This is an optimization exercise on Yosys and OpenROAD, whose aim is small area, not a production implementation. Function was checked by simulation only, so behaviour that the tests miss may differ from the original.

## run A
Design RISC_16, start of the top module:
module RISC_16(
	output	[15:0]		t_alu_in1,
	output	[15:0]		t_alu_in2,
	output	[15:0]		t_alu_out,
	input 				clk,
	input 				rst,
	input 				enable,
	input 	[15:0] 	instruction,
	output 	[4:0] 	tick_out,
	output 	[15:0] 	display
);
Size: ~1,200 cells after synthesis, roughly 180 flip-flops, roughly 88 I/O pins, roughly 12,000 µm² of cells after synthesis.
clock: 70.0 ns
lec_check: 0
abc_area: 1
cap_margin: 20
core_margin: 2
core_utilization: 85
cts_buf_list: sky130_fd_sc_hd__clkbuf_8
slew_margin: 20
standard.sh (not shown) runs the stock make flow with config.mk's settings and CLKGATE_MAP_FILE= SYNTH_SCRIPT=/design/flow/synth_recipe.tcl, a recipe that flattens the netlist after the stock synthesis.
==> flow/flow/run.sh <==
#!/bin/bash
# Own layout flow: the standard flow (standard.sh), except that synthesis
# maps the combinational logic with an area-only ABC script (flow/synth.tcl).
set -euo pipefail
W=$(pwd)
export MY_ABC_SCRIPT=$W/flow/area.abc
# port buffers: the smallest buffer (the default picks a larger delay cell)
export BUFFER_PORTS_ARGS="-buffer_cell sky130_fd_sc_hd__buf_1"
sed "s#SYNTH_SCRIPT=[^ ]*#SYNTH_SCRIPT=$W/flow/synth.tcl#" standard.sh > $W/synth_area.sh
bash $W/synth_area.sh synth > $W/synth.log 2>&1
bash standard.sh > $W/layout.log 2>&1
==> flow/flow/area.abc <==
strash
&get -n
&fraig -x
&put
dc2
dch -f
amap
strash
dch -f
amap
topo
==> flow/flow/synth.tcl <==
# The standard flow's synthesis script (synth_recipe.tcl), with ABC's combinational mapping
# run with an area-only script (flow/area.abc) instead of ORFS's, which buffers
# and upsizes for delay. Registers are mapped before ABC, so they are the same.
proc synth {args} { yosys synth -nofsm -noshare {*}$args }
proc abc {args} {
  set i [lsearch -exact $args -script]
  if { $i >= 0 } { lset args [expr {$i + 1}] $::env(MY_ABC_SCRIPT) }
  yosys abc {*}$args
}
source $::env(SCRIPTS_DIR)/synth.tcl
# left out here: clear keep_hierarchy, flatten, clean up, hide names made inside functions, write 1_2_yosys.v
Run A: aborted in global routing (5_1_grt) (tool error)
Setup changes, run A to run B
Settings: GPL_TIMING_DRIVEN now 0, previously not set; CORE_UTILIZATION now 70, was 85.
[summary]
- Of run A and run B, only run A never reached the final stage.
- Status(run A) = ERROR, stage = global routing (5_1_grt)
- Run A -> run B: number of port buffers delta 0, exact match
- [run B] HPWL after detailed placement fell about 6% relative to run A
- Going from run A to run B, share of the yosys chip area belonging to registers about even; hold buffer count at CTS held; effective utilization at floorplan fell 17 points.
- Taking run A as the reference point, the die width of run B rises by 9.9%.
What run C does differently from run B at the input level:
Settings: PLACE_DENSITY: unset -> 0.9; CORE_UTILIZATION: 70 -> 80; GPL_TIMING_DRIVEN: 0 -> unset.
==> comparison <==
- Taking run B as the reference, in run C average cell area after synthesis now sits at about the same level, actual transition at the worst max-transition pin now sits lower.
- The lower number of inserted filler cells in the final layout came out of run C.
Relative to run C, the following input files were edited for run D:
Settings: PLACE_DENSITY: 0.9 -> unset; CORE_UTILIZATION: 80 -> 70.
Notes after the runs:
Delta(weighted congestion at the end of routability-driven global placement, run D - run C) < 0. Topmost layer with routed signal wires: met5 -> run C, met4 -> run D. Run C → run D: met2 usage went down; final wirelength has decreased; number of antenna-violating nets in the routed design now sits at about the same level.
Input-level comparison between run E and run D:
Settings: CAP_MARGIN: 20 -> 5; SLEW_MARGIN: 20 -> 5.
==> flow/flow/run.sh <==
#!/bin/bash
# Own layout flow: the standard flow (standard.sh), except that synthesis
# maps the combinational logic with an area-only ABC script (flow/synth.tcl).
set -euo pipefail
W=$(pwd)
export MY_ABC_SCRIPT=$W/flow/area.abc
# port buffers: the smallest buffer (the default picks a larger delay cell)
export BUFFER_PORTS_ARGS="-buffer_cell sky130_fd_sc_hd__buf_1"
# clock tree: ORFS's default arguments, with clkbuf_8 and without the dummy
# loads that CTS adds to balance its clusters
export CTS_ARGS="-sink_clustering_enable -repair_clock_nets -buf_list sky130_fd_sc_hd__clkbuf_8 -dont_use_dummy_load"
sed "s#SYNTH_SCRIPT=[^ ]*#SYNTH_SCRIPT=$W/flow/synth.tcl#" standard.sh > $W/synth_area.sh
bash $W/synth_area.sh synth > $W/synth.log 2>&1
bash standard.sh > $W/layout.log 2>&1
Findings:
Run E reached the end of the flow, and the finished layout is clean on the timing, design-rule and antenna checks.
Run E ended with less routing usage on met2 than run D.
From run D to run E the numbers moved as follows: proportion of final cell area spent on non-clock buffers shows no meaningful change.

---

RISC_16, a different RTL version from the one above (not shown whole).
Size: ~180 flip-flops, ~88 I/O pins, roughly 12,000 sq um of cells after synthesis.
Design RISC_16, start of the top module:
module RISC_16(
	output	[15:0]		t_alu_in1,
	output	[15:0]		t_alu_in2,
	output	[15:0]		t_alu_out,
	input 				clk,
	input 				rst,
	input 				enable,
	input 	[15:0] 	instruction,
	output 	[4:0] 	tick_out,
	output 	[15:0] 	display
);
Settings: LEC_CHECK=0, ABC_AREA=1, CAP_MARGIN=20, CORE_MARGIN=2, CORE_UTILIZATION=70, CTS_BUF_LIST=sky130_fd_sc_hd__clkbuf_8, SLEW_MARGIN=20; clock period 70.0 ns.
==> flow/flow/run.sh <==
#!/bin/bash
# Own layout flow: the standard flow (standard.sh), except that synthesis
# maps the combinational logic with an area-only ABC script (flow/synth.tcl).
set -euo pipefail
W=$(pwd)
export MY_ABC_SCRIPT=$W/flow/area.abc
# port buffers: the smallest buffer (the default picks a larger delay cell)
export BUFFER_PORTS_ARGS="-buffer_cell sky130_fd_sc_hd__buf_1"
sed "s#SYNTH_SCRIPT=[^ ]*#SYNTH_SCRIPT=$W/flow/synth.tcl#" standard.sh > $W/synth_area.sh
bash $W/synth_area.sh synth > $W/synth.log 2>&1
bash standard.sh > $W/layout.log 2>&1
Scripts as last shown in full above: flow/flow/area.abc, flow/flow/synth.tcl
The starting point completed without violations.
Change:
--- a/flow/flow/run.sh
+++ b/flow/flow/run.sh
@@ -8,2 +8,5 @@
 export BUFFER_PORTS_ARGS="-buffer_cell sky130_fd_sc_hd__buf_1"
+# clock tree: ORFS's default arguments, with clkbuf_8 and without the dummy
+# loads that CTS adds to balance its clusters
+export CTS_ARGS="-sink_clustering_enable -repair_clock_nets -buf_list sky130_fd_sc_hd__clkbuf_8 -dont_use_dummy_load"
 sed "s#SYNTH_SCRIPT=[^ ]*#SYNTH_SCRIPT=$W/flow/synth.tcl#" standard.sh > $W/synth_area.sh
Design area shrinks slightly.
Worst setup slack gets better by 0.19 ns.
Synthesized cell count does not change.
Count of clock-buffer cells in the layout does not change.
Sequential share of layout area grows by 0.61 points.
Die area does not change.
Final cell count drops slightly.

## what the ideal ports hide
The flow's constraints put no driver on any port. The routed layouts listed below were extracted and timed again, unchanged, in two steps. Step 1: set_driving_cell puts a clkbuf_16 on clk and a buf_2 on each other input, an assumption about the parent block. Step 2 adds t to the input delays and takes it off the output delays; t is the mean of the earliest and latest rising clock arrival at the registers after step 1. Input paths then give back, and output paths get back, about the clock's delay inside the block. Three values: ideal ports, drivers, drivers and shift; two values: the first two.
| run | t, ns | slack for setup (ns) | worst setup path at the end | cell pins on the clock port's net |
|---|---|---|---|---|
| run B | 0.514 | 11.534 / 11.512 / 11.512 | input to output | 1 |
| run C | 0.544 | 10.964 / 10.934 / 10.934 | input to output | 1 |
| run D | 0.520 | 15.062 / 15.039 / 15.039 | input to output | 1 |
| run E | 0.504 | 15.096 / 15.073 / 15.073 | input to output | 1 |
| the first run of note 2 | 0.526 | 12.385 / 12.361 / 12.361 | input to output | 1 |
| the second run of note 2 | 0.506 | 12.572 / 12.547 / 12.547 | input to output | 1 |
After both steps setup and hold are still met in every run listed. The setup slack of run C, which loses most, moves by -0.030 ns with the drivers and by -0.030 ns with both steps.
